This is an optimization exercise on Yosys and OpenROAD, whose aim is small area, not a production implementation. In this exercise RTL edits were held to simulation tests only and were not proved equivalent to the original. Power and IR drop assume default switching activity.

`flow/design.v`:
```
module PEv3(
    input clk,
    input rst,
    input in_en,
    input [7:0] data_horz,
    input [7:0] data_obli,
    input [7:0] data_vert,
    input active,
    input A, B, C, D, E, H,
    output logic [7:0] horz_out,
    output logic [7:0] obli_out,
    output logic bypass_en,
    output logic [7:0] opsum
    );
    parameter iWIDTH = 8;
    parameter oWIDTH = 8;
    logic [7:0] data_a_reg, data_b_reg, m_reg, psum_reg;
    logic [7:0] m_wire, a_wire, psum_mux;
    always @(posedge clk) begin
        data_a_reg <= (rst & active & A & in_en) ? data_horz : 8'd0;
        data_b_reg <= (rst & active & B & in_en) ? (H ? data_vert : data_obli) : 8'd0;
    end
    mul8lo u_mul(.a(data_a_reg), .b(data_b_reg), .p(m_wire));
    assign psum_mux = (active & C) ? psum_reg : 8'd0;
    add8 u_add(.a(m_reg), .b(psum_mux), .s(a_wire));
    always @(posedge clk) begin
        m_reg <= m_wire;
        psum_reg <= a_wire;
        opsum <= (active & D) ? a_wire : (E ? data_vert : 8'd0);
        bypass_en <= in_en;
    end
    assign horz_out = data_a_reg;
    assign obli_out = data_b_reg;
endmodule
module mul8lo(input [7:0] a, input [7:0] b, output [7:0] p);
  wire w1, w2, w3, w4, w5, w6, w7, w8, w9, w10, w11, w12, w13, w14, w15, w16, w17, w18, w19, w20, w21, w22, w23, w24, w25, w26, w27, w28, w29, w30, w31, w32, w33, w34, w35, w36, w37, w38, w39, w40, w41, w42;
  assign p[0] = (a[0] & b[0]);
  assign w1 = (a[0] & b[1]) ^ (a[1] & b[0]);
  assign w2 = (a[0] & b[1]) & (a[1] & b[0]);
  assign p[1] = w1;
  assign w3 = (a[0] & b[2]) ^ (a[1] & b[1]) ^ (a[2] & b[0]);
  assign w4 = ((a[0] & b[2]) & (a[1] & b[1])) | ((a[0] & b[2]) & (a[2] & b[0])) | ((a[1] & b[1]) & (a[2] & b[0]));
  assign w5 = w2 ^ w3;
  assign w6 = w2 & w3;
  assign p[2] = w5;
  assign w7 = (a[0] & b[3]) ^ (a[1] & b[2]) ^ (a[2] & b[1]);
  assign w8 = ((a[0] & b[3]) & (a[1] & b[2])) | ((a[0] & b[3]) & (a[2] & b[1])) | ((a[1] & b[2]) & (a[2] & b[1]));
  assign w9 = (a[3] & b[0]) ^ w4 ^ w6;
  assign w10 = ((a[3] & b[0]) & w4) | ((a[3] & b[0]) & w6) | (w4 & w6);
  assign w11 = w7 ^ w9;
  assign w12 = w7 & w9;
  assign p[3] = w11;
  assign w13 = (a[0] & b[4]) ^ (a[1] & b[3]) ^ (a[2] & b[2]);
  assign w14 = ((a[0] & b[4]) & (a[1] & b[3])) | ((a[0] & b[4]) & (a[2] & b[2])) | ((a[1] & b[3]) & (a[2] & b[2]));
  assign w15 = (a[3] & b[1]) ^ (a[4] & b[0]) ^ w8;
  assign w16 = ((a[3] & b[1]) & (a[4] & b[0])) | ((a[3] & b[1]) & w8) | ((a[4] & b[0]) & w8);
  assign w17 = w10 ^ w12 ^ w13;
  assign w18 = (w10 & w12) | (w10 & w13) | (w12 & w13);
  assign w19 = w15 ^ w17;
  assign w20 = w15 & w17;
  assign p[4] = w19;
  assign w21 = (a[0] & b[5]) ^ (a[1] & b[4]) ^ (a[2] & b[3]);
  assign w22 = ((a[0] & b[5]) & (a[1] & b[4])) | ((a[0] & b[5]) & (a[2] & b[3])) | ((a[1] & b[4]) & (a[2] & b[3]));
  assign w23 = (a[3] & b[2]) ^ (a[4] & b[1]) ^ (a[5] & b[0]);
  assign w24 = ((a[3] & b[2]) & (a[4] & b[1])) | ((a[3] & b[2]) & (a[5] & b[0])) | ((a[4] & b[1]) & (a[5] & b[0]));
  assign w25 = w14 ^ w16 ^ w18;
  assign w26 = (w14 & w16) | (w14 & w18) | (w16 & w18);
  assign w27 = w20 ^ w21 ^ w23;
  assign w28 = (w20 & w21) | (w20 & w23) | (w21 & w23);
  assign w29 = w25 ^ w27;
  assign w30 = w25 & w27;
  assign p[5] = w29;
  assign w31 = (a[0] & b[6]) ^ (a[1] & b[5]) ^ (a[2] & b[4]);
  assign w32 = ((a[0] & b[6]) & (a[1] & b[5])) | ((a[0] & b[6]) & (a[2] & b[4])) | ((a[1] & b[5]) & (a[2] & b[4]));
  assign w33 = (a[3] & b[3]) ^ (a[4] & b[2]) ^ (a[5] & b[1]);
  assign w34 = ((a[3] & b[3]) & (a[4] & b[2])) | ((a[3] & b[3]) & (a[5] & b[1])) | ((a[4] & b[2]) & (a[5] & b[1]));
  assign w35 = (a[6] & b[0]) ^ w22 ^ w24;
  assign w36 = ((a[6] & b[0]) & w22) | ((a[6] & b[0]) & w24) | (w22 & w24);
  assign w37 = w26 ^ w28 ^ w30;
  assign w38 = (w26 & w28) | (w26 & w30) | (w28 & w30);
  assign w39 = w31 ^ w33 ^ w35;
  assign w40 = (w31 & w33) | (w31 & w35) | (w33 & w35);
  assign w41 = w37 ^ w39;
  assign w42 = w37 & w39;
  assign p[6] = w41;
  assign p[7] = (a[0] & b[7]) ^ (a[1] & b[6]) ^ (a[2] & b[5]) ^ (a[3] & b[4]) ^ (a[4] & b[3]) ^ (a[5] & b[2]) ^ (a[6] & b[1]) ^ (a[7] & b[0]) ^ w32 ^ w34 ^ w36 ^ w38 ^ w40 ^ w42;
endmodule
module add8(input [7:0] a, input [7:0] b, output [7:0] s);
  wire [7:0] c;
  assign s[0] = a[0] ^ b[0];
  assign c[0] = a[0] & b[0];
  genvar i;
  generate for (i = 1; i < 8; i = i + 1) begin : g_bit
    assign s[i] = a[i] ^ b[i] ^ c[i-1];
    assign c[i] = (a[i] & b[i]) | (a[i] & c[i-1]) | (b[i] & c[i-1]);
  end endgenerate
endmodule
module ACv2(
    input clk,
    input rst,
    input [7:0] ipsum,
    input bn_param_in_en,
    input [15:0] bn_param_in,
    input [2:0] config_bits,
    input in_en,
    input F,
    output [7:0] data_out,
    output logic data_out_en,
    output logic [15:0] bn_param_out,
    output logic bn_param_out_en
    );
    parameter IN_WIDTH = 8;
    parameter ACC_WIDTH = 8;
    parameter BN_SCALE_WIDTH = 8;
    parameter BN_SHIFT_WIDTH = 8;
    logic [7:0] ipsum_reg, psum_reg, add_node, bn_node;
    logic [15:0] bn_param_reg;
    logic in_en_dly;
    always @(posedge clk) begin
        ipsum_reg <= (rst & in_en) ? ipsum : 8'd0;
        psum_reg <= add_node;
        in_en_dly <= in_en;
        if (~rst)
            bn_param_reg <= 16'd0;
        else if (bn_param_in_en)
            bn_param_reg <= bn_param_in;
        bn_param_out_en <= bn_param_in_en;
        bn_param_out <= bn_param_in;
    end
    wire [7:0] acc_sum;
    add8 u_acc(.a(ipsum_reg), .b(psum_reg), .s(acc_sum));
    assign add_node = (config_bits[2] & in_en_dly) ? acc_sum : ipsum_reg;
    muladd8lo u_bn(.a(add_node), .b(bn_param_reg[15:8]), .c(bn_param_reg[7:0]), .p(bn_node));
    assign data_out = config_bits[0] ? bn_node : add_node;
    assign data_out_en = F;
endmodule
module muladd8lo(input [7:0] a, input [7:0] b, input [7:0] c, output [7:0] p);
  wire w1, w2, w3, w4, w5, w6, w7, w8, w9, w10, w11, w12, w13, w14, w15, w16, w17, w18, w19, w20, w21, w22, w23, w24, w25, w26, w27, w28, w29, w30, w31, w32, w33, w34, w35, w36, w37, w38, w39, w40, w41, w42, w43, w44, w45, w46, w47, w48, w49, w50, w51, w52, w53, w54, w55, w56, w57, w58, w59, w60, w61, w62, w63, w64, w65, w66, w67, w68, w69, w70, w71, w72, w73, w74, w75, w76, w77, w78, w79, w80, w81, w82, w83, w84, w85, w86, w87, w88;
  assign w1 = (a[0] & b[5]) ^ (a[1] & b[4]);
  assign w2 = (a[0] & b[5]) & (a[1] & b[4]);
  assign w3 = (a[0] & b[6]) ^ (a[1] & b[5]) ^ (a[2] & b[4]);
  assign w4 = ((a[0] & b[6]) & (a[1] & b[5])) | ((a[0] & b[6]) & (a[2] & b[4])) | ((a[1] & b[5]) & (a[2] & b[4]));
  assign w5 = (a[3] & b[3]) ^ (a[4] & b[2]);
  assign w6 = (a[3] & b[3]) & (a[4] & b[2]);
  assign w7 = (a[0] & b[3]) ^ (a[1] & b[2]);
  assign w8 = (a[0] & b[3]) & (a[1] & b[2]);
  assign w9 = (a[0] & b[4]) ^ (a[1] & b[3]) ^ (a[2] & b[2]);
  assign w10 = ((a[0] & b[4]) & (a[1] & b[3])) | ((a[0] & b[4]) & (a[2] & b[2])) | ((a[1] & b[3]) & (a[2] & b[2]));
  assign w11 = (a[3] & b[1]) ^ (a[4] & b[0]);
  assign w12 = (a[3] & b[1]) & (a[4] & b[0]);
  assign w13 = w1 ^ (a[2] & b[3]) ^ (a[3] & b[2]);
  assign w14 = (w1 & (a[2] & b[3])) | (w1 & (a[3] & b[2])) | ((a[2] & b[3]) & (a[3] & b[2]));
  assign w15 = (a[4] & b[1]) ^ (a[5] & b[0]) ^ c[5];
  assign w16 = ((a[4] & b[1]) & (a[5] & b[0])) | ((a[4] & b[1]) & c[5]) | ((a[5] & b[0]) & c[5]);
  assign w17 = w3 ^ w5 ^ (a[5] & b[1]);
  assign w18 = (w3 & w5) | (w3 & (a[5] & b[1])) | (w5 & (a[5] & b[1]));
  assign w19 = (a[6] & b[0]) ^ c[6] ^ w2;
  assign w20 = ((a[6] & b[0]) & c[6]) | ((a[6] & b[0]) & w2) | (c[6] & w2);
  assign w21 = (a[0] & b[2]) ^ (a[1] & b[1]);
  assign w22 = (a[0] & b[2]) & (a[1] & b[1]);
  assign w23 = w7 ^ (a[2] & b[1]) ^ (a[3] & b[0]);
  assign w24 = (w7 & (a[2] & b[1])) | (w7 & (a[3] & b[0])) | ((a[2] & b[1]) & (a[3] & b[0]));
  assign w25 = w9 ^ w11 ^ c[4];
  assign w26 = (w9 & w11) | (w9 & c[4]) | (w11 & c[4]);
  assign w27 = w13 ^ w15 ^ w10;
  assign w28 = (w13 & w15) | (w13 & w10) | (w15 & w10);
  assign w29 = w17 ^ w19 ^ w14;
  assign w30 = (w17 & w19) | (w17 & w14) | (w19 & w14);
  assign w31 = (a[0] & b[1]) ^ (a[1] & b[0]);
  assign w32 = (a[0] & b[1]) & (a[1] & b[0]);
  assign w33 = w21 ^ (a[2] & b[0]) ^ c[2];
  assign w34 = (w21 & (a[2] & b[0])) | (w21 & c[2]) | ((a[2] & b[0]) & c[2]);
  assign w35 = w23 ^ c[3] ^ w22;
  assign w36 = (w23 & c[3]) | (w23 & w22) | (c[3] & w22);
  assign w37 = w25 ^ w8 ^ w24;
  assign w38 = (w25 & w8) | (w25 & w24) | (w8 & w24);
  assign w39 = w27 ^ w12 ^ w26;
  assign w40 = (w27 & w12) | (w27 & w26) | (w12 & w26);
  assign w41 = w29 ^ w16 ^ w28;
  assign w42 = (w29 & w16) | (w29 & w28) | (w16 & w28);
  assign w43 = (a[0] & b[0]) & c[0];
  assign w44 = (a[0] & b[0]) ^ c[0];
  assign w45 = w31 & c[1];
  assign w46 = w31 ^ c[1];
  assign w47 = w33 & w32;
  assign w48 = w33 ^ w32;
  assign w49 = w35 & w34;
  assign w50 = w35 ^ w34;
  assign w51 = w37 & w36;
  assign w52 = w37 ^ w36;
  assign w53 = w39 & w38;
  assign w54 = w39 ^ w38;
  assign w55 = w41 & w40;
  assign w56 = w41 ^ w40;
  assign w57 = w45 | (w46 & w43);
  assign w58 = w46 & w44;
  assign w59 = w49 | (w50 & w47);
  assign w60 = w50 & w48;
  assign w61 = w53 | (w54 & w51);
  assign w62 = w54 & w52;
  assign w63 = w47 | (w48 & w57);
  assign w64 = w48 & w58;
  assign w65 = w59 | (w60 & w57);
  assign w66 = w60 & w58;
  assign w67 = w55 | (w56 & w61);
  assign w68 = w56 & w62;
  assign w69 = w51 | (w52 & w65);
  assign w70 = w52 & w66;
  assign w71 = w61 | (w62 & w65);
  assign w72 = w62 & w66;
  assign w73 = w67 | (w68 & w65);
  assign w74 = w68 & w66;
  assign p[0] = w44;
  assign p[1] = w46 ^ w43;
  assign p[2] = w48 ^ w57;
  assign p[3] = w50 ^ w63;
  assign p[4] = w52 ^ w65;
  assign p[5] = w54 ^ w69;
  assign p[6] = w56 ^ w71;
  assign w75 = (a[0] & b[7]) ^ (a[1] & b[6]);
  assign w76 = (a[2] & b[5]) ^ (a[3] & b[4]);
  assign w77 = (a[4] & b[3]) ^ (a[5] & b[2]);
  assign w78 = (a[6] & b[1]) ^ (a[7] & b[0]);
  assign w79 = c[7] ^ w4;
  assign w80 = w6 ^ w18;
  assign w81 = w20 ^ w30;
  assign w82 = w75 ^ w76;
  assign w83 = w77 ^ w78;
  assign w84 = w79 ^ w80;
  assign w85 = w81 ^ w42;
  assign w86 = w82 ^ w83;
  assign w87 = w84 ^ w85;
  assign w88 = w86 ^ w87;
  assign p[7] = w88 ^ w73;
endmodule
`timescale 1ns / 1ps
module SystolicBank_v2(
	clk,
	rst,
	in_en,
	conv_mm,
	isac,
	isrelu,
	isbn,
	active_1,
	active_2,
	active_3,
	data_in_horz_1,
	data_in_horz_2,
	data_in_horz_3,
	data_in_obli_1,
	data_in_obli_2,
	data_in_obli_3,
	data_in_obli_4,
	data_in_obli_5,
	data_in_obli_6,
	bn_param_in,
	bn_param_in_en,
	A_1,
	A_2,
	A_3,
	A_4,
	B_1,
	B_2,
	B_3,
	B_4,
	C_1,
	C_2,
	C_3,
	C_4,
	D_1,
	D_2,
	D_3,
	D_4,
	E_1,
	E_2,
	E_3,
	E_4,
	F_1,
	F_2,
	F_3,
	F_4,
	G_1,
	G_2,
	G_3,
	G_4,
	H_1,
	H_2,
	H_3,
	H_4,
	dout_en_1,
	dout_en_2,
	dout_en_3,
	dout_en_4,
	dout_1,
	dout_2,
	dout_3,
	dout_4
);
	parameter nCols = 4;
	parameter nRows = 3;
	parameter iWidth = 8;
	parameter oWidth = 8;
	localparam MODE_CONV = 0; localparam MODE_MM = 1;
	input clk, rst, in_en, conv_mm, isac, isrelu, isbn;
	input active_1;
	input active_2;
	input active_3;
	input [7:0] data_in_horz_1;
	input [7:0] data_in_horz_2;
	input [7:0] data_in_horz_3;
	input [7:0] data_in_obli_1;
	input [7:0] data_in_obli_2;
	input [7:0] data_in_obli_3;
	input [7:0] data_in_obli_4;
	input [7:0] data_in_obli_5;
	input [7:0] data_in_obli_6;
	input [15:0] bn_param_in;
	input bn_param_in_en;
	input A_1;
	input A_2;
	input A_3;
	input A_4;
	input B_1;
	input B_2;
	input B_3;
	input B_4;
	input C_1;
	input C_2;
	input C_3;
	input C_4;
	input D_1;
	input D_2;
	input D_3;
	input D_4;
	input E_1;
	input E_2;
	input E_3;
	input E_4;
	input F_1;
	input F_2;
	input F_3;
	input F_4;
	input G_1;
	input G_2;
	input G_3;
	input G_4;
	input H_1;
	input H_2;
	input H_3;
	input H_4;
	output [7:0] dout_1;
	output [7:0] dout_2;
	output [7:0] dout_3;
	output [7:0] dout_4;
	output dout_en_1;
	output dout_en_2;
	output dout_en_3;
	output dout_en_4;
	logic bypass_en_1_0;
	logic bypass_en_1_1;
	logic bypass_en_1_2;
	logic bypass_en_1_3;
	logic bypass_en_1_4;
	logic bypass_en_2_0;
	logic bypass_en_2_1;
	logic bypass_en_2_2;
	logic bypass_en_2_3;
	logic bypass_en_2_4;
	logic bypass_en_3_0;
	logic bypass_en_3_1;
	logic bypass_en_3_2;
	logic bypass_en_3_3;
	logic bypass_en_3_4;
	logic [7:0] data_in_vert_1_1;
	logic [7:0] data_in_vert_1_2;
	logic [7:0] data_in_vert_1_3;
	logic [7:0] data_in_vert_1_4;
	logic [7:0] data_in_vert_2_1;
	logic [7:0] data_in_vert_2_2;
	logic [7:0] data_in_vert_2_3;
	logic [7:0] data_in_vert_2_4;
	logic [7:0] data_in_vert_3_1;
	logic [7:0] data_in_vert_3_2;
	logic [7:0] data_in_vert_3_3;
	logic [7:0] data_in_vert_3_4;
	logic [7:0] data_in_vert_4_1;
	logic [7:0] data_in_vert_4_2;
	logic [7:0] data_in_vert_4_3;
	logic [7:0] data_in_vert_4_4;
	logic [7:0] data_in_horz_1_0;
	logic [7:0] data_in_horz_1_1;
	logic [7:0] data_in_horz_1_2;
	logic [7:0] data_in_horz_1_3;
	logic [7:0] data_in_horz_1_4;
	logic [7:0] data_in_horz_2_0;
	logic [7:0] data_in_horz_2_1;
	logic [7:0] data_in_horz_2_2;
	logic [7:0] data_in_horz_2_3;
	logic [7:0] data_in_horz_2_4;
	logic [7:0] data_in_horz_3_0;
	logic [7:0] data_in_horz_3_1;
	logic [7:0] data_in_horz_3_2;
	logic [7:0] data_in_horz_3_3;
	logic [7:0] data_in_horz_3_4;
	logic [7:0] data_in_horz_4_0;
	logic [7:0] data_in_horz_4_1;
	logic [7:0] data_in_horz_4_2;
	logic [7:0] data_in_horz_4_3;
	logic [7:0] data_in_horz_4_4;
	logic [7:0] data_in_obli_1_0;
	logic [7:0] data_in_obli_1_1;
	logic [7:0] data_in_obli_1_2;
	logic [7:0] data_in_obli_1_3;
	logic [7:0] data_in_obli_1_4;
	logic [7:0] data_in_obli_2_0;
	logic [7:0] data_in_obli_2_1;
	logic [7:0] data_in_obli_2_2;
	logic [7:0] data_in_obli_2_3;
	logic [7:0] data_in_obli_2_4;
	logic [7:0] data_in_obli_3_0;
	logic [7:0] data_in_obli_3_1;
	logic [7:0] data_in_obli_3_2;
	logic [7:0] data_in_obli_3_3;
	logic [7:0] data_in_obli_3_4;
	logic [7:0] data_in_obli_4_0;
	logic [7:0] data_in_obli_4_1;
	logic [7:0] data_in_obli_4_2;
	logic [7:0] data_in_obli_4_3;
	logic [7:0] data_in_obli_4_4;
	logic [15:0] bn_param_out_1;
	logic [15:0] bn_param_out_2;
	logic [15:0] bn_param_out_3;
	logic [15:0] bn_param_out_4;
	logic bn_param_out_en_1;
	logic bn_param_out_en_2;
	logic bn_param_out_en_3;
	logic bn_param_out_en_4;
	assign data_in_vert_4_1 = (conv_mm == MODE_CONV)? 0: data_in_obli_3;
	assign data_in_vert_4_2 = (conv_mm == MODE_CONV)? 0: data_in_obli_4;
	assign data_in_vert_4_3 = (conv_mm == MODE_CONV)? 0: data_in_obli_5;
	assign data_in_vert_4_4 = (conv_mm == MODE_CONV)? 0: data_in_obli_6;
	assign bypass_en_1_0 = in_en;
	assign bypass_en_2_0 = in_en;
	assign bypass_en_3_0 = in_en;
	assign data_in_horz_1_0 = data_in_horz_1;
	assign data_in_horz_2_0 = data_in_horz_2;
	assign data_in_horz_3_0 = data_in_horz_3;
	assign data_in_obli_2_0 = (conv_mm == MODE_CONV)? data_in_obli_1: 0;
	assign data_in_obli_3_0 = (conv_mm == MODE_CONV)? data_in_obli_2: 0;
	assign data_in_obli_4_0 = (conv_mm == MODE_CONV)? data_in_obli_3: 0;
	assign data_in_obli_4_1 = (conv_mm == MODE_CONV)? data_in_obli_4: 0;
	assign data_in_obli_4_2 = (conv_mm == MODE_CONV)? data_in_obli_5: 0;
	assign data_in_obli_4_3 = (conv_mm == MODE_CONV)? data_in_obli_6: 0;
	PEv3 # (.iWIDTH(iWidth), .oWIDTH(oWidth)) p_1_1(.clk(clk), .rst(rst), .in_en(bypass_en_1_0), .data_vert(data_in_vert_2_1), .active(active_1), .data_horz(data_in_horz_1_0), .data_obli(data_in_obli_2_0), .A(A_1), .B(B_1), .C(C_1), .D(D_1), .E(E_1), .H(H_1), .horz_out(data_in_horz_1_1), .obli_out(data_in_obli_1_1), .bypass_en(bypass_en_1_1), .opsum(data_in_vert_1_1));
	PEv3 # (.iWIDTH(iWidth), .oWIDTH(oWidth)) p_1_2(.clk(clk), .rst(rst), .in_en(bypass_en_1_1), .data_vert(data_in_vert_2_2), .active(active_1), .data_horz(data_in_horz_1_1), .data_obli(data_in_obli_2_1), .A(A_2), .B(B_2), .C(C_2), .D(D_2), .E(E_2), .H(H_2), .horz_out(data_in_horz_1_2), .obli_out(data_in_obli_1_2), .bypass_en(bypass_en_1_2), .opsum(data_in_vert_1_2));
	PEv3 # (.iWIDTH(iWidth), .oWIDTH(oWidth)) p_1_3(.clk(clk), .rst(rst), .in_en(bypass_en_1_2), .data_vert(data_in_vert_2_3), .active(active_1), .data_horz(data_in_horz_1_2), .data_obli(data_in_obli_2_2), .A(A_3), .B(B_3), .C(C_3), .D(D_3), .E(E_3), .H(H_3), .horz_out(data_in_horz_1_3), .obli_out(data_in_obli_1_3), .bypass_en(bypass_en_1_3), .opsum(data_in_vert_1_3));
	PEv3 # (.iWIDTH(iWidth), .oWIDTH(oWidth)) p_1_4(.clk(clk), .rst(rst), .in_en(bypass_en_1_3), .data_vert(data_in_vert_2_4), .active(active_1), .data_horz(data_in_horz_1_3), .data_obli(data_in_obli_2_3), .A(A_4), .B(B_4), .C(C_4), .D(D_4), .E(E_4), .H(H_4), .horz_out(data_in_horz_1_4), .obli_out(data_in_obli_1_4), .bypass_en(bypass_en_1_4), .opsum(data_in_vert_1_4));
	PEv3 # (.iWIDTH(iWidth), .oWIDTH(oWidth)) p_2_1(.clk(clk), .rst(rst), .in_en(bypass_en_2_0), .data_vert(data_in_vert_3_1), .active(active_2), .data_horz(data_in_horz_2_0), .data_obli(data_in_obli_3_0), .A(A_1), .B(B_1), .C(C_1), .D(D_1), .E(E_1), .H(H_1), .horz_out(data_in_horz_2_1), .obli_out(data_in_obli_2_1), .bypass_en(bypass_en_2_1), .opsum(data_in_vert_2_1));
	PEv3 # (.iWIDTH(iWidth), .oWIDTH(oWidth)) p_2_2(.clk(clk), .rst(rst), .in_en(bypass_en_2_1), .data_vert(data_in_vert_3_2), .active(active_2), .data_horz(data_in_horz_2_1), .data_obli(data_in_obli_3_1), .A(A_2), .B(B_2), .C(C_2), .D(D_2), .E(E_2), .H(H_2), .horz_out(data_in_horz_2_2), .obli_out(data_in_obli_2_2), .bypass_en(bypass_en_2_2), .opsum(data_in_vert_2_2));
	PEv3 # (.iWIDTH(iWidth), .oWIDTH(oWidth)) p_2_3(.clk(clk), .rst(rst), .in_en(bypass_en_2_2), .data_vert(data_in_vert_3_3), .active(active_2), .data_horz(data_in_horz_2_2), .data_obli(data_in_obli_3_2), .A(A_3), .B(B_3), .C(C_3), .D(D_3), .E(E_3), .H(H_3), .horz_out(data_in_horz_2_3), .obli_out(data_in_obli_2_3), .bypass_en(bypass_en_2_3), .opsum(data_in_vert_2_3));
	PEv3 # (.iWIDTH(iWidth), .oWIDTH(oWidth)) p_2_4(.clk(clk), .rst(rst), .in_en(bypass_en_2_3), .data_vert(data_in_vert_3_4), .active(active_2), .data_horz(data_in_horz_2_3), .data_obli(data_in_obli_3_3), .A(A_4), .B(B_4), .C(C_4), .D(D_4), .E(E_4), .H(H_4), .horz_out(data_in_horz_2_4), .obli_out(data_in_obli_2_4), .bypass_en(bypass_en_2_4), .opsum(data_in_vert_2_4));
	PEv3 # (.iWIDTH(iWidth), .oWIDTH(oWidth)) p_3_1(.clk(clk), .rst(rst), .in_en(bypass_en_3_0), .data_vert(data_in_vert_4_1), .active(active_3), .data_horz(data_in_horz_3_0), .data_obli(data_in_obli_4_0), .A(A_1), .B(B_1), .C(C_1), .D(D_1), .E(E_1), .H(H_1), .horz_out(data_in_horz_3_1), .obli_out(data_in_obli_3_1), .bypass_en(bypass_en_3_1), .opsum(data_in_vert_3_1));
	PEv3 # (.iWIDTH(iWidth), .oWIDTH(oWidth)) p_3_2(.clk(clk), .rst(rst), .in_en(bypass_en_3_1), .data_vert(data_in_vert_4_2), .active(active_3), .data_horz(data_in_horz_3_1), .data_obli(data_in_obli_4_1), .A(A_2), .B(B_2), .C(C_2), .D(D_2), .E(E_2), .H(H_2), .horz_out(data_in_horz_3_2), .obli_out(data_in_obli_3_2), .bypass_en(bypass_en_3_2), .opsum(data_in_vert_3_2));
	PEv3 # (.iWIDTH(iWidth), .oWIDTH(oWidth)) p_3_3(.clk(clk), .rst(rst), .in_en(bypass_en_3_2), .data_vert(data_in_vert_4_3), .active(active_3), .data_horz(data_in_horz_3_2), .data_obli(data_in_obli_4_2), .A(A_3), .B(B_3), .C(C_3), .D(D_3), .E(E_3), .H(H_3), .horz_out(data_in_horz_3_3), .obli_out(data_in_obli_3_3), .bypass_en(bypass_en_3_3), .opsum(data_in_vert_3_3));
	PEv3 # (.iWIDTH(iWidth), .oWIDTH(oWidth)) p_3_4(.clk(clk), .rst(rst), .in_en(bypass_en_3_3), .data_vert(data_in_vert_4_4), .active(active_3), .data_horz(data_in_horz_3_3), .data_obli(data_in_obli_4_3), .A(A_4), .B(B_4), .C(C_4), .D(D_4), .E(E_4), .H(H_4), .horz_out(data_in_horz_3_4), .obli_out(data_in_obli_3_4), .bypass_en(bypass_en_3_4), .opsum(data_in_vert_3_4));
	ACv2 # (.IN_WIDTH(oWidth), .ACC_WIDTH(oWidth), .BN_SCALE_WIDTH(oWidth), .BN_SHIFT_WIDTH(oWidth)) ac_1(.clk(clk), .rst(rst), .config_bits({isac, isrelu, isbn}), .in_en(G_1), .ipsum(data_in_vert_1_1), .F(F_1), .bn_param_in_en(bn_param_in_en), .bn_param_in(bn_param_in), .bn_param_out(bn_param_out_1), .bn_param_out_en(bn_param_out_en_1), .data_out_en(dout_en_1), .data_out(dout_1));
	ACv2 # (.IN_WIDTH(oWidth), .ACC_WIDTH(oWidth), .BN_SCALE_WIDTH(oWidth), .BN_SHIFT_WIDTH(oWidth)) ac_2(.clk(clk), .rst(rst), .config_bits({isac, isrelu, isbn}), .in_en(G_2), .ipsum(data_in_vert_1_2), .F(F_2), .bn_param_in_en(bn_param_out_en_1), .bn_param_in(bn_param_out_1), .bn_param_out(bn_param_out_2), .bn_param_out_en(bn_param_out_en_2), .data_out_en(dout_en_2), .data_out(dout_2));
	ACv2 # (.IN_WIDTH(oWidth), .ACC_WIDTH(oWidth), .BN_SCALE_WIDTH(oWidth), .BN_SHIFT_WIDTH(oWidth)) ac_3(.clk(clk), .rst(rst), .config_bits({isac, isrelu, isbn}), .in_en(G_3), .ipsum(data_in_vert_1_3), .F(F_3), .bn_param_in_en(bn_param_out_en_2), .bn_param_in(bn_param_out_2), .bn_param_out(bn_param_out_3), .bn_param_out_en(bn_param_out_en_3), .data_out_en(dout_en_3), .data_out(dout_3));
	ACv2 # (.IN_WIDTH(oWidth), .ACC_WIDTH(oWidth), .BN_SCALE_WIDTH(oWidth), .BN_SHIFT_WIDTH(oWidth)) ac_4(.clk(clk), .rst(rst), .config_bits({isac, isrelu, isbn}), .in_en(G_4), .ipsum(data_in_vert_1_4), .F(F_4), .bn_param_in_en(bn_param_out_en_3), .bn_param_in(bn_param_out_3), .bn_param_out(bn_param_out_4), .bn_param_out_en(bn_param_out_en_4), .data_out_en(dout_en_4), .data_out(dout_4));
endmodule
module DFSMv2(
    input clk,
    input rst,
    input start,
    input [23:0] config_bits,
    input in_en,
    output logic start_out,
    output logic in_en_bypass,
    output logic A, B, C, D, E, F, G, H
    );
    parameter MAX_nPERIOD = 512;
    parameter MAX_nLMAC = 3072;
    parameter MAX_nSHFT = 3;
    localparam S0 = 2'd0, S1 = 2'd1, S2 = 2'd2, S0p = 2'd3;
    wire mode = config_bits[23];
    wire [8:0] config_nPeriod = config_bits[22:14];
    wire [11:0] config_nLMAC = config_bits[13:2];
    wire [1:0] config_nSHFT = config_bits[1:0];
    logic [1:0] state;
    logic [11:0] mac_count;
    logic [8:0] period_count;
    logic [2:0] F_dly;
    wire [11:0] mac_inc = mac_count + 12'd1;
    wire [8:0] period_inc = period_count + 9'd1;
    wire mac_more, per_more;
    ult #(12) u_mac_lt(.a(mac_inc), .b(config_nLMAC), .lt(mac_more));
    wire shft_more = mac_count[1:0] < config_nSHFT - 2'd1;
    ult #(9) u_per_lt(.a(period_inc), .b(config_nPeriod), .lt(per_more));
    always @(posedge clk) begin
        if (~rst) begin
            state <= S0;
            mac_count <= 12'd0;
            period_count <= 9'd0;
            F_dly <= 3'd0;
            F <= 1'b0;
        end
        else begin
            case (state)
                S0: begin
                    if (start) state <= S0p;
                    mac_count <= 12'd0;
                    period_count <= 9'd0;
                end
                S0p: begin
                    if (in_en) state <= S1;
                end
                S1: begin
                    if (!mac_more) state <= S2;
                    else if (~in_en) state <= S0p;
                    mac_count <= mac_more ? mac_inc : 12'd0;
                end
                S2: begin
                    if (!shft_more) state <= per_more ? (in_en ? S1 : S0p) : S0;
                    mac_count <= shft_more ? {10'd0, mac_count[1:0] + 2'd1} : 12'd0;
                    if (!mac_count[1]) period_count <= per_more ? period_inc : 9'd0;
                end
            endcase
            F_dly <= {F_dly[1:0], state == S2 && mac_count[1:0] == 2'd0};
            F <= F_dly[config_nSHFT - 2'd1];
        end
    end
    assign A = state == S1;
    assign B = state == S1 || state == S0p;
    always @(posedge clk) begin
        C <= state == S1 || state == S0p;
        D <= state == S1;
        E <= state == S2;
        H <= mode && state == S1;
        in_en_bypass <= in_en;
        start_out <= start;
    end
    assign G = E;
endmodule
module ult #(parameter W = 8) (input [W-1:0] a, input [W-1:0] b, output lt);
  wire [W-1:0] l;
  assign l[0] = ~a[0] & b[0];
  genvar i;
  generate for (i = 1; i < W; i = i + 1) begin : g_bit
    assign l[i] = (b[i] & ~a[i]) | ((b[i] | ~a[i]) & l[i-1]);
  end endgenerate
  assign lt = l[W-1];
endmodule
module DFSMv3(
    input clk,
    input rst,
    input start,
    input [23:0] config_bits,
    input all_data_rdy,
    input in_en,
    output logic start_out,
    output logic in_en_bypass,
    output logic data_preread,
    output logic A, B, C, D, E, F, G, H
    );
    parameter MAX_nPERIOD = 512;
    parameter MAX_nLMAC = 3072;
    parameter MAX_nSHFT = 3;
    localparam S0 = 2'd0, S1 = 2'd1, S2 = 2'd2, S0p = 2'd3;
    wire mode = config_bits[23];
    wire [8:0] config_nPeriod = config_bits[22:14];
    wire [11:0] config_nLMAC = config_bits[13:2];
    wire [1:0] config_nSHFT = config_bits[1:0];
    logic [1:0] state;
    logic [11:0] mac_count;
    logic [8:0] period_count;
    logic [4:0] F_dly;
    wire [11:0] mac_inc = mac_count + 12'd1;
    wire [8:0] period_inc = period_count + 9'd1;
    wire mac_more, per_more;
    ult #(12) u_mac_lt(.a(mac_inc), .b(config_nLMAC), .lt(mac_more));
    wire shft_more = mac_count[1:0] < config_nSHFT - 2'd1;
    ult #(9) u_per_lt(.a(period_inc), .b(config_nPeriod), .lt(per_more));
    always @(posedge clk) begin
        if (~rst) begin
            state <= S0;
            mac_count <= 12'd0;
            period_count <= 9'd0;
            F_dly <= 5'd0;
            F <= 1'b0;
        end
        else begin
            case (state)
                S0: begin
                    if (start) state <= S0p;
                    mac_count <= 12'd0;
                    period_count <= 9'd0;
                end
                S0p: begin
                    if (all_data_rdy) state <= S1;
                end
                S1: begin
                    if (!mac_more) state <= S2;
                    else if (~all_data_rdy) state <= S0p;
                    mac_count <= mac_more ? mac_inc : 12'd0;
                end
                S2: begin
                    if (!shft_more) state <= per_more ? (all_data_rdy ? S1 : S0p) : S0;
                    mac_count <= shft_more ? {10'd0, mac_count[1:0] + 2'd1} : 12'd0;
                    if (!mac_count[1]) period_count <= per_more ? period_inc : 9'd0;
                end
            endcase
            F_dly <= {F_dly[3:0], state == S2 && mac_count[1:0] == 2'd0};
            F <= F_dly[{1'b0, config_nSHFT} + 3'd1];
        end
    end
    logic A_dly, B_dly, D_dly1, E_dly1, E_dly2, H_dly1, H_dly2;
    always @(posedge clk) begin
        A_dly <= state == S1;
        A <= A_dly;
        D_dly1 <= A;
        D <= D_dly1;
        B_dly <= state == S1 || state == S0p;
        B <= B_dly;
        C <= B;
        E_dly1 <= state == S2;
        E_dly2 <= E_dly1;
        E <= E_dly2;
        H_dly1 <= mode && state == S1;
        H_dly2 <= H_dly1;
        H <= H_dly2;
        in_en_bypass <= in_en;
        start_out <= start;
    end
    assign G = E;
    assign data_preread = state == S1;
endmodule
module SystolicCore(
	input clk,
	input rst,
	input start,
	input mode_conv_mm,
	input isac,
	input isrelu,
	input isbn,
	input [22:0] dfsm_config,
	input all_data_rdy,
	input pe_config_1_1,
	input pe_config_1_2,
	input pe_config_1_3,
	input pe_config_2_1,
	input pe_config_2_2,
	input pe_config_2_3,
	input [7:0] data_horz_1_1,
	input [7:0] data_horz_1_2,
	input [7:0] data_horz_1_3,
	input [7:0] data_horz_2_1,
	input [7:0] data_horz_2_2,
	input [7:0] data_horz_2_3,
	input [7:0] data_obli_1,
	input [7:0] data_obli_2,
	input [7:0] data_obli_3,
	input [7:0] data_obli_4,
	input [7:0] data_obli_5,
	input [7:0] data_obli_6,
	input [15:0] data_bn_1,
	input [15:0] data_bn_2,
	input data_bn_en,
	output data_preread,
	output [7:0] dout_1_1,
	output [7:0] dout_1_2,
	output [7:0] dout_1_3,
	output [7:0] dout_1_4,
	output [7:0] dout_2_1,
	output [7:0] dout_2_2,
	output [7:0] dout_2_3,
	output [7:0] dout_2_4,
	output dout_en_1_1,
	output dout_en_1_2,
	output dout_en_1_3,
	output dout_en_1_4,
	output dout_en_2_1,
	output dout_en_2_2,
	output dout_en_2_3,
	output dout_en_2_4
);
	parameter nCols = 4;
	parameter nRows = 3;
	parameter iWidth = 8;
	parameter oWidth = 8;
	parameter DFSM_MAX_nPERIOD = 512;
	parameter DFSM_MAX_nLMAC = 3072;
	parameter DFSM_MAX_nSHFT = 3;
	logic A_1, A_2, A_3, A_4;
	logic B_1, B_2, B_3, B_4;
	logic C_1, C_2, C_3, C_4;
	logic D_1, D_2, D_3, D_4;
	logic E_1, E_2, E_3, E_4;
	logic F_1, F_2, F_3, F_4;
	logic G_1, G_2, G_3, G_4;
	logic H_1, H_2, H_3, H_4;
	logic dfsm_data_en_1, dfsm_data_en_2, dfsm_data_en_3, dfsm_data_en_4;
	logic start_bypass_1, start_bypass_2, start_bypass_3, start_bypass_4;
	logic array_data_en;
	always@(posedge clk) begin
		array_data_en <= data_preread;
	end
	SystolicBank_v2 # (.iWidth(iWidth), .oWidth(oWidth), .nRows(nRows), .nCols(nCols)) bank_1(.clk(clk), .rst(rst), .in_en(array_data_en), .conv_mm(mode_conv_mm), .isac(isac), .isrelu(isrelu), .isbn(isbn), .bn_param_in_en(data_bn_en), .bn_param_in(data_bn_1), .active_1(pe_config_1_1), .active_2(pe_config_1_2), .active_3(pe_config_1_3), .data_in_horz_1(data_horz_1_1), .data_in_horz_2(data_horz_1_2), .data_in_horz_3(data_horz_1_3), .data_in_obli_1(data_obli_1), .data_in_obli_2(data_obli_2), .data_in_obli_3(data_obli_3), .data_in_obli_4(data_obli_4), .data_in_obli_5(data_obli_5), .data_in_obli_6(data_obli_6), .A_1(A_1), .A_2(A_2), .A_3(A_3), .A_4(A_4), .B_1(B_1), .B_2(B_2), .B_3(B_3), .B_4(B_4), .C_1(C_1), .C_2(C_2), .C_3(C_3), .C_4(C_4), .D_1(D_1), .D_2(D_2), .D_3(D_3), .D_4(D_4), .E_1(E_1), .E_2(E_2), .E_3(E_3), .E_4(E_4), .F_1(F_1), .F_2(F_2), .F_3(F_3), .F_4(F_4), .G_1(G_1), .G_2(G_2), .G_3(G_3), .G_4(G_4), .H_1(H_1), .H_2(H_2), .H_3(H_3), .H_4(H_4), .dout_en_1(dout_en_1_1), .dout_en_2(dout_en_1_2), .dout_en_3(dout_en_1_3), .dout_en_4(dout_en_1_4), .dout_1(dout_1_1), .dout_2(dout_1_2), .dout_3(dout_1_3), .dout_4(dout_1_4));
	SystolicBank_v2 # (.iWidth(iWidth), .oWidth(oWidth), .nRows(nRows), .nCols(nCols)) bank_2(.clk(clk), .rst(rst), .in_en(array_data_en), .conv_mm(mode_conv_mm), .isac(isac), .isrelu(isrelu), .isbn(isbn), .bn_param_in_en(data_bn_en), .bn_param_in(data_bn_2), .active_1(pe_config_2_1), .active_2(pe_config_2_2), .active_3(pe_config_2_3), .data_in_horz_1(data_horz_2_1), .data_in_horz_2(data_horz_2_2), .data_in_horz_3(data_horz_2_3), .data_in_obli_1(data_obli_1), .data_in_obli_2(data_obli_2), .data_in_obli_3(data_obli_3), .data_in_obli_4(data_obli_4), .data_in_obli_5(data_obli_5), .data_in_obli_6(data_obli_6), .A_1(A_1), .A_2(A_2), .A_3(A_3), .A_4(A_4), .B_1(B_1), .B_2(B_2), .B_3(B_3), .B_4(B_4), .C_1(C_1), .C_2(C_2), .C_3(C_3), .C_4(C_4), .D_1(D_1), .D_2(D_2), .D_3(D_3), .D_4(D_4), .E_1(E_1), .E_2(E_2), .E_3(E_3), .E_4(E_4), .F_1(F_1), .F_2(F_2), .F_3(F_3), .F_4(F_4), .G_1(G_1), .G_2(G_2), .G_3(G_3), .G_4(G_4), .H_1(H_1), .H_2(H_2), .H_3(H_3), .H_4(H_4), .dout_en_1(dout_en_2_1), .dout_en_2(dout_en_2_2), .dout_en_3(dout_en_2_3), .dout_en_4(dout_en_2_4), .dout_1(dout_2_1), .dout_2(dout_2_2), .dout_3(dout_2_3), .dout_4(dout_2_4));
	DFSMv3 # (.MAX_nPERIOD(DFSM_MAX_nPERIOD), .MAX_nLMAC(DFSM_MAX_nLMAC), .MAX_nSHFT(DFSM_MAX_nSHFT)) fsm_1(.clk(clk), .rst(rst), .config_bits({mode_conv_mm, dfsm_config}), .all_data_rdy(all_data_rdy), .in_en(array_data_en), .start(start), .data_preread(data_preread), .in_en_bypass(dfsm_data_en_1), .start_out(start_bypass_1), .A(A_1), .B(B_1), .C(C_1), .D(D_1), .E(E_1), .F(F_1), .G(G_1), .H(H_1));
	DFSMv2 # (.MAX_nPERIOD(DFSM_MAX_nPERIOD), .MAX_nLMAC(DFSM_MAX_nLMAC), .MAX_nSHFT(DFSM_MAX_nSHFT)) fsm_2(.clk(clk), .rst(rst), .config_bits({mode_conv_mm, dfsm_config}), .in_en(dfsm_data_en_1), .start(start_bypass_1), .in_en_bypass(dfsm_data_en_2), .start_out(start_bypass_2), .A(A_2), .B(B_2), .C(C_2), .D(D_2), .E(E_2), .F(F_2), .G(G_2), .H(H_2));
	DFSMv2 # (.MAX_nPERIOD(DFSM_MAX_nPERIOD), .MAX_nLMAC(DFSM_MAX_nLMAC), .MAX_nSHFT(DFSM_MAX_nSHFT)) fsm_3(.clk(clk), .rst(rst), .config_bits({mode_conv_mm, dfsm_config}), .in_en(dfsm_data_en_2), .start(start_bypass_2), .in_en_bypass(dfsm_data_en_3), .start_out(start_bypass_3), .A(A_3), .B(B_3), .C(C_3), .D(D_3), .E(E_3), .F(F_3), .G(G_3), .H(H_3));
	DFSMv2 # (.MAX_nPERIOD(DFSM_MAX_nPERIOD), .MAX_nLMAC(DFSM_MAX_nLMAC), .MAX_nSHFT(DFSM_MAX_nSHFT)) fsm_4(.clk(clk), .rst(rst), .config_bits({mode_conv_mm, dfsm_config}), .in_en(dfsm_data_en_3), .start(start_bypass_3), .in_en_bypass(dfsm_data_en_4), .start_out(start_bypass_4), .A(A_4), .B(B_4), .C(C_4), .D(D_4), .E(E_4), .F(F_4), .G(G_4), .H(H_4));
endmodule
```
`flow/flow/run.sh`:
```
#!/bin/bash
# The standard layout, with the port buffers made of the smallest buffer.
set -e
export BUFFER_PORTS_ARGS="-buffer_cell sky130_fd_sc_hd__buf_1"
bash standard.sh > standard_flow.log 2>&1
```
`flow/standard.sh`:
```
#!/bin/bash
# synth_recipe.tcl (not shown) runs the flow's synth.tcl, then flattens the netlist and writes it again
# the make line also repeats each setting of config.mk as NAME=value (left out here)
make -C /OpenROAD-flow-scripts/flow DESIGN_CONFIG=/design/flow/config.mk WORK_HOME=/design/flow/orfs CLKGATE_MAP_FILE= SYNTH_SCRIPT=/design/flow/synth_recipe.tcl "${@:-finish}"
```
`flow/config.mk`:
```
export PLATFORM = sky130hd
export DESIGN_NAME = SystolicCore
export DESIGN_NICKNAME = SystolicCore
export VERILOG_FILES = /design/flow/design.v
export SDC_FILE = /design/flow/constraint.sdc
export NUM_CORES = 4
export LEC_CHECK = 0
export CAP_MARGIN = 0
export CORE_MARGIN = 2
export CORE_UTILIZATION = 60
export CTS_BUF_LIST = sky130_fd_sc_hd__clkbuf_4
export CTS_CLUSTER_DIAMETER = 80
export CTS_CLUSTER_SIZE = 8
export PLACE_DENSITY = 0.7
export SLEW_MARGIN = 0
```
`flow/constraint.sdc`:
```
create_clock -name core_clock -period 12.0 [get_ports {clk}]
set_input_delay 2.4000 -clock core_clock [delete_from_list [all_inputs] [get_ports {clk}]]
set_output_delay 2.4000 -clock core_clock [all_outputs]
set_load 0.01 [all_outputs]
```
==> qor.csv, run 1 <==
metric,value,unit
synthesized instance count,7781,
DRC errors left,0,
CTS tree,done,
Setup TNS Final,0,ns
total track usage,28.4,%
main combinational cell family by area after synthesis,adder cells,
Vias,52400,
"Arr. time, crit path",8.24,ns
Die Y,362,um
critical path class,register to output pin,
Die W,362,um
post-synthesis compound-gate area fraction,4.86,%
synthesized area,0.0767,sq mm
port buffer count,237,
Mapped Nets,8951,
dpl hpwl,142000,um
peak supply drop,0.102,mV
Worst-Margin Slew,1.19,ns
mux cell area share after synthesis,3.44,%
Post-Synth XOR/XNOR Area,6.63,%
Tcrit/Tclk final,88.7,%
Critical Path Sink Type,output pin,
CP peak stage delay,0.55,ns
global-route wire length before repair,291000,um
DRT Pass-1 Iters,6,
total wire length,184000,um
Post-CTS Setup Bufs,0,
post_cts resized,0,
Rows,131,
routability-driven placement congestion ratio,0.897,
PwrDens,109,mW/mm^2
"CP delay by family, top",adder cells,
core outline area,0.127,sq mm
Worst Skew,0.0725,ns
startpoint types,register,
Max Cap Viol,0,
"Max stage delay cell, worst path",fa_1,
clock buffer depth,3,
cell mode on critical path,fa_1,
initial core utilization,60.3,%
"flops & latches, synth",1457,
min Tclk post-route,10.64,ns
sequential element share of the synthesized area,38.0,%
Required @ worst endpoint,9.60,ns
status,finished clean,
clock latency on the worst-skew pair,1.28,ns
"leading cell type in the layout, fill and taps excluded",dfxtp_1,
I/O pin cnt,239,
Async SR Flop Fraction,0,%
layout cells sized above 1,4.14,%
"Reg clk slew, reported paths",0.12,ns
post-route ant nets,0,
syn_area_per_cell,9.86,sq um
distinct cell type count of the synthesized netlist,86,
"Slew Viols, Final",0,
final setup vio count,0,
CP cell instances,ha_1 > inv_1 > fa_1 > fa_1 > fa_1 > fa_1 > fa_1 > fa_1 > o21ai_0 > buf_4 > and2_1 > fa_1 > inv_1 > fa_1 > fa_1 > xor2_1 > xnor2_1 > xnor2_1 > xnor2_1 > xnor2_1 > xnor2_1 > xnor2_1 > a21oi_1 > buf_1,
nets,9165,
Syn. warnings,5,
Synth Area in Simple Gates,19.1,%
vias in the first global route,53300,
Hold Crit Class,register to register,
relative slew slack,20.5,%
static leakage,35.5,nW
1st-iter DRT viols,3248,
area grow syn2layout,5.11,%
top fanout value on the critical path,4,
RSZ-0062 raised after global routing,false,
Root Buffer,clkbuf_4,
hold_buf cts,0,
CTS HTree Levels,4,
"Hold Violations, Final",0,
largest net degree at the start of global routing,85,
worst slack at placement,1.53,ns
total die area,0.131,sq mm
f_max,94.0,MHz
drt wl/cell,19.0,um
total congestion overflow,0,
Post-synth EDFFs,0,
Synth Area in Adders,23.4,%
most frequent cells in the layout,"1447 x dfxtp_1, 1011 x nand2_1, 1002 x and2_1",
clock sink count,1457,
antenna violations before repair,6,
Via density,5.41,
CP Buf/Inv Count,4,
setup ws final,1.36,ns
CTS Buf Count,200,
Main synth FF type,dfxtp_1,
==> cells in the mapped netlist (6+ instances only) <==
cell type  number  area (sq um)
nand2_1      1011          3790
ha_1          308          3850
o2111ai_1       7          61.3
a22oi_1        12          90.1
and3_1        300          1880
a221oi_1        6          52.6
nand3b_1        9          67.6
buf_2          10          50.1
o211ai_1        8          60.1
nor4_1          7          43.8
nor3_1         28           140
o21ai_0       283          1420
mux2_2         28           315
o21ai_1        29           145
a21o_1         20           150
a31oi_1        16           100
xor2_1        158          1380
dfxtp_1      1457         29200
xnor2_1       423          3700
maj3_1          9          90.1
nand4_1        17           106
buf_1          19          71.3
or3_1          13          81.3
nor2b_1        16           100
o221ai_1        6          52.6
o31ai_1         9          67.6
and2_1       1002          6270
a21oi_1       174           871
o21bai_1       13          97.6
nand3_1        87           435
fa_1          696         13900
nor2_1        380          1430
inv_1         649          2440
o22ai_1        10          62.6
mux2i_1       230          2300
clkbuf_1      217           815
or2_2          12          75.1
nand2b_1        9          56.3
==> power by group <==
part	total (mW)	leakage (nW)	internal, mW	switching, mW
Clock	2.47	1.01	0.850	1.62
Combinational	1.12	22.7	0.331	0.784
Sequential	5.22	11.8	4.98	0.232
Total	8.80	35.5	6.16	2.64
==> metrics by stage <==
step	total power, mW	instance area, sq um	std cells	utilization (%)	hold slack (ns)
after global routing	9.18	80600	9678	63.4	0.351
after floorplan	5.99	76700	7781	-	0.310
after global placement	6.40	78900	9455	62.0	0.312
after CTS	8.86	80600	9673	63.4	0.335
after detailed placement	6.43	78900	9455	62.0	0.315
final	8.80	80600	9684	63.4	0.336
==> per-layer routing <==
metal / routed length, um / vias to the layer above / GRT usage, % / share of wire [%]
met5: 7 / - / 0 / 0.0038
li1: - / 25000 / - / -
met3: 11500 / 358 / 5.11 / 6.3
met1: 78400 / 25600 / 37.6 / 43
met2: 87700 / 1440 / 47.0 / 48
met4: 6090 / 2 / 9.93 / 3.3
==> layout make-up <==
cell class / instances / area, sq um
Fill cell: 10800 / 46600
Multi-Input combinational cell: 5418 / 44100
Sequential cell: 1457 / 29200
Inverter: 650 / 2440
Tap cell: 1662 / 2080
Clock buffer: 204 / 1530
Timing Repair Buffer: 268 / 1140
Clock inverter: 14 / 150
Antenna cell: 11 / 27.5
==> path summary, 6_finish.rpt <==
| kind | slack [ns] | startpoint | end | cells past startpoint |
|---|---|---|---|---|
| min | 0.34 | fsm_1.E_dly2 | fsm_1.E | 0 |
| max | 1.36 | bank_2.ac_2.ipsum_reg[0] | dout_2_2[7] | 24 |
| max reg2reg | 6.89 | bank_2.p_2_3.data_a_reg[0] | bank_2.p_2_3.m_reg[7] | 18 |
| min reg2reg | 0.34 | fsm_1.E_dly2 | fsm_1.E | 0 |
==> kinds of logic after synthesis <==
logic type / Yosys count
AOI/OAI and AO/OA: 645
xor gates and xnor gates: 581
adders and majority gates: 1017
buffers and inverters: 906
DFF: 1457
muxes: 259
and+or+nand+nor: 2916
==> run 2: changes to the inputs <==
--- a/flow/config.mk
+++ b/flow/config.mk
@@ -9,7 +9,7 @@
 export CORE_MARGIN = 2
 export CORE_UTILIZATION = 60
 export CTS_BUF_LIST = sky130_fd_sc_hd__clkbuf_4
-export CTS_CLUSTER_DIAMETER = 80
+export CTS_CLUSTER_DIAMETER = 60
 export CTS_CLUSTER_SIZE = 8
 export PLACE_DENSITY = 0.7
 export SLEW_MARGIN = 0
==> run 2 against run 1 <==
Compared with the run above:
- fmax up 0.50%
- via count about the same
- sequential power about the same
- wire length about the same
- clock skew down 0.0039 ns
- highest routed layer unchanged
- critical path type unchanged
==> qor.csv, run 2 <==
metric,value,unit,change
HP Start,fsm_1.E_dly2,,unchanged
largest net degree at the start of global routing,85,,unchanged
hold_buf cts,0,,unchanged
CP peak stage delay,0.55,ns,about the same
total congestion overflow,0,,unchanged
CP cell instances,ha_1 > inv_1 > fa_1 > fa_1 > fa_1 > fa_1 > fa_1 > fa_1 > o21ai_0 > buf_4 > and2_1 > fa_1 > inv_1 > fa_1 > fa_1 > xor2_1 > xnor2_1 > xnor2_1 > xnor2_1 > xnor2_1 > xnor2_1 > xnor2_1 > a21oi_1 > buf_1,,unchanged
1st-iter DRT viols,3298,,was 3248
DP Area,0.0789,sq mm,unchanged
peak supply drop,0.0965,mV,was 0.102 mV
Die Y,362,um,unchanged
Vias,52400,,about the same
most frequent cells in the layout,"1447 x dfxtp_1, 1011 x nand2_1, 1002 x and2_1",,unchanged
CTS Buf Count,205,,was 200
"Hold Violations, Final",0,,unchanged
Required @ worst endpoint,9.60,ns,about the same
sequential element share of the synthesized area,38.0,%,unchanged
Synth area leaders,"dfxtp_1 38%, fa_1 18%, and2_1 8.2%, ha_1 5.0%, nand2_1 4.9%",,unchanged
"Arr. time, crit path",8.19,ns,was 8.24 ns
"Slew Viols, Final",0,,unchanged
core outline area,0.127,sq mm,unchanged
total die area,0.131,sq mm,unchanged
Rows,131,,unchanged
DRT Pass-1 Iters,6,,unchanged
routability-driven placement congestion ratio,0.897,,unchanged
Mapped Nets,8951,,unchanged
post-synthesis compound-gate area fraction,4.86,%,unchanged
DRC errors left,0,,unchanged
Worst R2R End,bank_2.p_2_3.m_reg[7],,unchanged
Non-Filler Instances,9702,,was 9684
Hold Worst Slack,0.333,ns,was 0.336 ns
most numerous cell in the Yosys netlist,dfxtp_1,,unchanged
Critical Path Sink Type,output pin,,unchanged
worst hold endpoint,fsm_1.E,,unchanged
global-route wire length before repair,291000,um,about the same
Synth Area in Simple Gates,19.1,%,unchanged
Routed met3 length,11200,um,was 11500 um
Post-Synth XOR/XNOR Area,6.63,%,unchanged
Max Cap Viol,0,,unchanged
synthesized area,0.0767,sq mm,unchanged
"Reg clk slew, reported paths",0.09,ns,was 0.12 ns
Via density,5.40,,was 5.41
Worst-Margin Slew,1.19,ns,about the same
Synth Area in Adders,23.4,%,unchanged
"flops & latches, synth",1457,,unchanged
Setup TNS Final,0,ns,unchanged
Fillers,10800,,about the same
Tcrit/Tclk final,88.2,%,was 88.7%
Yosys top cell by area,dfxtp_1,,unchanged
status,finished clean,,unchanged
startpoint types,register,,unchanged
cell mode on critical path,fa_1,,unchanged
f_max,94.5,MHz,was 94.0 MHz
nets,9170,,was 9165
layout cells sized above 1,4.35,%,was 4.14%
Placed Instances,9455,,unchanged
area grow syn2layout,5.49,%,was 5.11%
dpl hpwl,142000,um,unchanged
clock sink count,1457,,unchanged
static leakage,35.7,nW,was 35.5 nW
Hold Path Depth,0,,unchanged
Finished Cell Area,0.0809,sq mm,was 0.0806 sq mm
Worst Skew,0.0686,ns,was 0.0725 ns
Commonest cells post-synth,"1457 x dfxtp_1, 1011 x nand2_1, 1002 x and2_1",,unchanged
reg-to-reg startpoint,bank_2.p_2_3.data_a_reg[0],,unchanged
post-route ant nets,0,,unchanged
final setup vio count,0,,unchanged
wire length on met1,79200,um,was 78400 um
main combinational cell family by area after synthesis,adder cells,,unchanged
drt wl/cell,18.9,um,was 19.0 um
R2R depth,18,,unchanged
clock latency on the worst-skew pair,1.26,ns,was 1.28 ns
Syn. warnings,5,,unchanged
CTS tree,done,,unchanged
synthesized instance count,7781,,unchanged
Yosys top cell area share,38.0,%,unchanged
CTS HTree Levels,4,,unchanged
relative slew slack,20.9,%,was 20.5%
Main synth FF type,dfxtp_1,,unchanged
syn_area_per_cell,9.86,sq um,unchanged
PwrDens,111,mW/mm^2,was 109 mW/mm^2
Post-CTS Setup Bufs,0,,unchanged
register-to-register setup slack,6.88,ns,was 6.89 ns
total track usage,28.5,%,was 28.4%
mux cell area share after synthesis,3.44,%,unchanged
vias in the first global route,53400,,was 53300
Die W,362,um,unchanged
total wire length,184000,um,about the same
Async SR Flop Fraction,0,%,unchanged
port buffer count,237,,unchanged
RSZ-0062 raised after global routing,false,,unchanged
"Max stage delay cell, worst path",fa_1,,unchanged
DR WL met2,87800,um,was 87700 um
min Tclk post-route,10.59,ns,was 10.64 ns
Root Buffer,clkbuf_4,,unchanged
initial core utilization,60.3,%,unchanged
"leading cell type in the layout, fill and taps excluded",dfxtp_1,,unchanged
critical path class,register to output pin,,unchanged
Highest Signal Layer,met5,,unchanged
Post-synth EDFFs,0,,unchanged
I/O pin cnt,239,,unchanged
Hold Crit Class,register to register,,unchanged
clock buffer depth,3,,unchanged
top fanout value on the critical path,4,,unchanged
distinct cell type count of the synthesized netlist,86,,unchanged
antenna violations before repair,7,,was 6
post_cts resized,0,,unchanged
run 2: worst max-delay path: cells and delay by family, from the launching register on:
family	cells	cell delay, ns
adders and majority gates	10	4.48
xor gates and xnor gates	7	1.07
buffers and inverters	4	0.48
and+or+nand+nor	1	0.17
AOI/OAI and AO/OA	2	0.46
DFF	1	0.35
run 2: cell type report:
type / instances / area [sq um] / area share (%)
clock buffer: 211 / 1580 / 1.96
antenna: 8 / 20.0 / 0.0247
clock inverter: 28 / 397 / 0.490
timing repair buffer: 268 / 1140 / 1.41
sequential: 1457 / 29200 / 36.1
inverter: 650 / 2440 / 3.02
tap: 1662 / 2080 / 2.57
multi-input combinational: 5418 / 44100 / 54.5
run 2: how the worst max path moves through the flow:
stage                                        start           to  depth (start not counted)
after floorplan                               isac  dout_1_3[7]                         16
after global placement                        isac  dout_2_2[7]                         18
after detailed placement                      isac  dout_2_1[7]                         18
after CTS                 bank_2.ac_1.ipsum_reg[0]  dout_2_1[7]                         23
after global routing      bank_2.ac_1.ipsum_reg[0]  dout_2_1[7]                         23
final                     bank_2.ac_2.ipsum_reg[0]  dout_2_2[7]                         24
run 2: routing by layer:
layer / GRT usage (%) / vias to the layer above
li1: - / 25000
met1: 37.7 / 25600
met2: 47.0 / 1434
met3: 5.10 / 330
met4: 9.83 / 2
met5: 0 / -
run 2: where the power goes:
group | internal (mW) | switching [mW]
Clock | 1.02 | 1.66
Sequential | 4.98 | 0.232
Combinational | 0.331 | 0.784
run 2: stage by stage:
| step | power (mW) | util, % | setup WS [ns] |
|---|---|---|---|
| after floorplan | 5.99 | - | 3.02 |
| after global placement | 6.40 | 62.0 | 1.58 |
| after detailed placement | 6.43 | 62.0 | 1.53 |
| after CTS | 9.06 | 63.6 | 1.24 |
| after global routing | 9.39 | 63.6 | 0.912 |
| final | 9.01 | 63.6 | 1.41 |
run 2: logic make-up after synthesis:
| logic type | after synthesis |
|---|---|
| AND/OR/NAND/NOR | 2916 |
| multiplexers | 259 |
| buffers and inverters | 906 |
| flip-flops | 1457 |
| XOR/XNOR | 581 |
| adder cells (fa/ha/maj) | 1017 |
| AO/OA/AOI/OAI | 645 |
==> run 3: changes to the inputs <==
--- a/flow/design.v
+++ b/flow/design.v
@@ -491,8 +491,10 @@
     logic [11:0] mac_count;
     logic [8:0] period_count;
     logic [2:0] F_dly;
-    wire [11:0] mac_inc = mac_count + 12'd1;
-    wire [8:0] period_inc = period_count + 9'd1;
+    wire [11:0] mac_inc;
+    inc #(12) u_mac_inc(.a(mac_count), .y(mac_inc));
+    wire [8:0] period_inc;
+    inc #(9) u_per_inc(.a(period_count), .y(period_inc));
     wire mac_more, per_more;
     ult #(12) u_mac_lt(.a(mac_inc), .b(config_nLMAC), .lt(mac_more));
     wire shft_more = mac_count[1:0] < config_nSHFT - 2'd1;
@@ -551,6 +553,16 @@
   end endgenerate
   assign lt = l[W-1];
 endmodule
+module inc #(parameter W = 8) (input [W-1:0] a, output [W-1:0] y);
+  wire [W-1:0] c;
+  assign y[0] = ~a[0];
+  assign c[0] = a[0];
+  genvar i;
+  generate for (i = 1; i < W; i = i + 1) begin : g_bit
+    assign y[i] = a[i] ^ c[i-1];
+    assign c[i] = a[i] & c[i-1];
+  end endgenerate
+endmodule
 module DFSMv3(
     input clk,
     input rst,
@@ -575,8 +587,10 @@
     logic [11:0] mac_count;
     logic [8:0] period_count;
     logic [4:0] F_dly;
-    wire [11:0] mac_inc = mac_count + 12'd1;
-    wire [8:0] period_inc = period_count + 9'd1;
+    wire [11:0] mac_inc;
+    inc #(12) u_mac_inc(.a(mac_count), .y(mac_inc));
+    wire [8:0] period_inc;
+    inc #(9) u_per_inc(.a(period_count), .y(period_inc));
     wire mac_more, per_more;
     ult #(12) u_mac_lt(.a(mac_inc), .b(config_nLMAC), .lt(mac_more));
     wire shft_more = mac_count[1:0] < config_nSHFT - 2'd1;
--- a/flow/config.mk
+++ b/flow/config.mk
@@ -9,7 +9,7 @@
 export CORE_MARGIN = 2
 export CORE_UTILIZATION = 60
 export CTS_BUF_LIST = sky130_fd_sc_hd__clkbuf_4
-export CTS_CLUSTER_DIAMETER = 60
+export CTS_CLUSTER_DIAMETER = 80
 export CTS_CLUSTER_SIZE = 8
 export PLACE_DENSITY = 0.7
 export SLEW_MARGIN = 0
==> run 3 against run 2 <==
Compared with the run above:
- area after synthesis decreased by 1.1%
- worst setup slack improved by 0.038 ns
- count of clock-buffer cells in the layout decreased by 8
- still clean on timing, DRC and antenna
- critical path depth decreased by 2
- clock skew increased by 0.023 ns
- first-iteration DRC count decreased by 5.0%
- sequential share of layout area increased by 0.45 points
- largest cell class unchanged
- core utilization about the same
- fmax increased by 0.36%
- combinational power about the same
==> qor.csv, run 3 <==
metric,value,unit,change
status,finished clean,,unchanged
setup ws final,1.45,ns,was 1.41 ns
Rows,130,,was 131
DP Area,0.0781,sq mm,was 0.0789 sq mm
Post-CTS Setup Bufs,0,,unchanged
clock sink count,1457,,unchanged
global-route wire length before repair,294000,um,was 291000 um
WP depth,22,,was 24
total wire length,184000,um,about the same
"flops & latches, synth",1457,,unchanged
CP Buf/Inv Count,3,,was 4
top fanout value on the critical path,4,,unchanged
total die area,0.129,sq mm,was 0.131 sq mm
Max Cap Viol,0,,unchanged
CP cell instances,ha_1 > inv_1 > fa_1 > fa_1 > fa_1 > fa_1 > fa_1 > fa_1 > mux2i_1 > and2_1 > fa_1 > inv_1 > fa_1 > fa_1 > xor2_1 > xnor2_1 > xnor2_1 > xnor3_1 > xnor3_1 > xnor2_1 > a21oi_1 > buf_1,,was ha_1 > inv_1 > fa_1 > fa_1 > fa_1 > fa_1 > fa_1 > fa_1 > o21ai_0 > buf_4 > and2_1 > fa_1 > inv_1 > fa_1 > fa_1 > xor2_1 > xnor2_1 > xnor2_1 > xnor2_1 > xnor2_1 > xnor2_1 > xnor2_1 > a21oi_1 > buf_1
Async SR Flop Fraction,0,%,unchanged
Yosys top cell by area,dfxtp_1,,unchanged
peak supply drop,0.0976,mV,was 0.0965 mV
"Slew Viols, Final",0,,unchanged
Worst Setup SP,bank_2.ac_3.ipsum_reg[0],,was bank_2.ac_2.ipsum_reg[0]
Yosys top cell area share,38.5,%,was 38.0%
synthesized instance count,7491,,was 7781
R2R depth,18,,unchanged
sequential element share of the synthesized area,38.5,%,was 38.0%
post-route ant nets,0,,unchanged
Synth area leaders,"dfxtp_1 38%, fa_1 18%, and2_1 8.3%, ha_1 6.1%, nand2_1 4.6%",,"was dfxtp_1 38%, fa_1 18%, and2_1 8.2%, ha_1 5.0%, nand2_1 4.9%"
total congestion overflow,0,,unchanged
Hold Crit Class,register to register,,unchanged
cell mode on critical path,fa_1,,unchanged
PwrDens,110,mW/mm^2,was 111 mW/mm^2
Tcrit/Tclk final,87.9,%,was 88.2%
drt wl/cell,19.6,um,was 18.9 um
dpl hpwl,142000,um,about the same
CP peak stage delay,0.54,ns,was 0.55 ns
startpoint types,register,,unchanged
vias in the first global route,52200,,was 53400
layout cells sized above 1,3.94,%,was 4.35%
Mapped Nets,8721,,was 8951
reg-to-reg startpoint,bank_2.p_3_1.data_a_reg[0],,was bank_2.p_2_3.data_a_reg[0]
CTS Buf Count,200,,was 205
antenna violations before repair,13,,was 7
"Hold Violations, Final",0,,unchanged
"Arr. time, crit path",8.15,ns,was 8.19 ns
grt met3 use,4.57,%,was 5.10%
routability-driven placement congestion ratio,0.902,,was 0.897
most frequent cells in the layout,"1447 x dfxtp_1, 1008 x and2_1, 938 x nand2_1",,"was 1447 x dfxtp_1, 1011 x nand2_1, 1002 x and2_1"
clock buffer depth,3,,unchanged
Worst Skew,0.0913,ns,was 0.0686 ns
DRC errors left,0,,unchanged
f_max,94.8,MHz,was 94.5 MHz
HP Start,fsm_1.H_dly1,,was fsm_1.E_dly2
"CP delay by family, top",adder cells,,unchanged
nets,8961,,was 9170
Finished Cell Area,0.0799,sq mm,was 0.0809 sq mm
post_cts resized,0,,unchanged
Setup TNS Final,0,ns,unchanged
Post-synth EDFFs,0,,unchanged
met1 Resource Use GR,40.4,%,was 37.7%
Via density,5.40,,about the same
RSZ-0062 raised after global routing,false,,unchanged
initial core utilization,60.4,%,was 60.3%
hold_buf cts,0,,unchanged
area grow syn2layout,5.39,%,was 5.49%
distinct cell type count of the synthesized netlist,84,,was 86
DRT Pass-1 Iters,7,,was 6
most numerous cell in the Yosys netlist,dfxtp_1,,unchanged
critical path class,register to output pin,,unchanged
grt peak-use layer,met2,,unchanged
synthesized area,0.0758,sq mm,was 0.0767 sq mm
I/O pin cnt,239,,unchanged
Worst-Margin Slew,1.19,ns,about the same
[run 3: cell count changes after synthesis, sizes merged, moves of 29 or more]
cell | previous run | this run
o21ai | 312 | 216
nand2 | 1012 | 938
ha | 308 | 368
and3 | 300 | 243
xnor2 | 423 | 376
a21oi | 174 | 130
nor2b | 16 | 45
xor2 | 158 | 129
[run 3: area by class of cell]
| type | count | area, sq um | area share, % |
|---|---|---|---|
| diodes | 17 | 42.5 | 0.0532 |
| clock buffers | 203 | 1520 | 1.91 |
| clock inverters | 13 | 203 | 0.254 |
| inverters | 655 | 2460 | 3.08 |
| multi-input cells | 5154 | 43300 | 54.2 |
| flip-flops and latches | 1457 | 29200 | 36.5 |
| well taps | 1650 | 2060 | 2.58 |
| repair buffers | 263 | 1100 | 1.37 |
[run 3: worst paths after layout]
check,end,slack (ns)
worst max-delay path,dout_2_3[7],1.45
worst min-delay path,fsm_1.H_dly2,0.33
worst max register to register,bank_2.p_3_1.m_reg[7],6.86
worst min register to register,fsm_1.H_dly2,0.33
[run 3: worst register-to-register path, stage by stage (launching register included)]
cell and delay, ns:
dfxtp_1 0.41, and2_1 0.23, fa_1 0.54, ha_1 0.14
inv_1 0.05, fa_1 0.48, inv_1 0.04, ha_1 0.19
fa_1 0.46, ha_1 0.21, fa_1 0.50, ha_1 0.22
fa_1 0.44, ha_1 0.22, xnor2_1 0.13, xnor2_1 0.18
xnor2_1 0.17, xnor2_1 0.14, xnor2_1 0.28
[run 3: cell families (layout without fill, tap and decap cells)]
family | Yosys count | after routing | synth area share (%)
and+or+nand+nor | 2755 | 2755 | 18.3
buffers and inverters | 880 | 1134 | 4.38
DFF | 1457 | 1457 | 38.5
other | 0 | 17 | 0
xor gates and xnor gates | 516 | 516 | 6.16
AOI/OAI and AO/OA | 521 | 521 | 4.24
adders and majority gates | 1080 | 1080 | 24.7
muxes | 282 | 282 | 3.78
[run 3: report_power, final]
group | switching (mW) | internal [mW]
registers | 0.239 | 4.98
clock network | 1.64 | 0.887
logic | 0.761 | 0.326
total | 2.64 | 6.19
[run 3: through the flow]
step	hold WS [ns]	util (%)	total power, mW	cells
after CTS	0.334	63.6	8.88	9395
after global routing	0.343	63.6	9.21	9402
after global placement	0.311	62.2	6.38	9179
after floorplan	0.310	-	5.94	7491
final	0.333	63.6	8.83	9412
after detailed placement	0.315	62.2	6.40	9179
[run 3: metal layers]
| metal | vias to the layer above | part of all wire (%) |
|---|---|---|
| met1 | 25000 | 45 |
| met5 | - | 0.0071 |
| li1 | 24100 | - |
| met2 | 1408 | 46 |
| met4 | 2 | 3.3 |
| met3 | 336 | 6.0 |

Re-timed with assumed drivers on the ports (clkbuf_16 on the clock, buf_2 on other inputs), run 3 has 1.370 ns of setup slack against 1.452 ns with ideal ports, and 1.444 ns once port delays also move by the mid clock arrival of 1.298 ns.
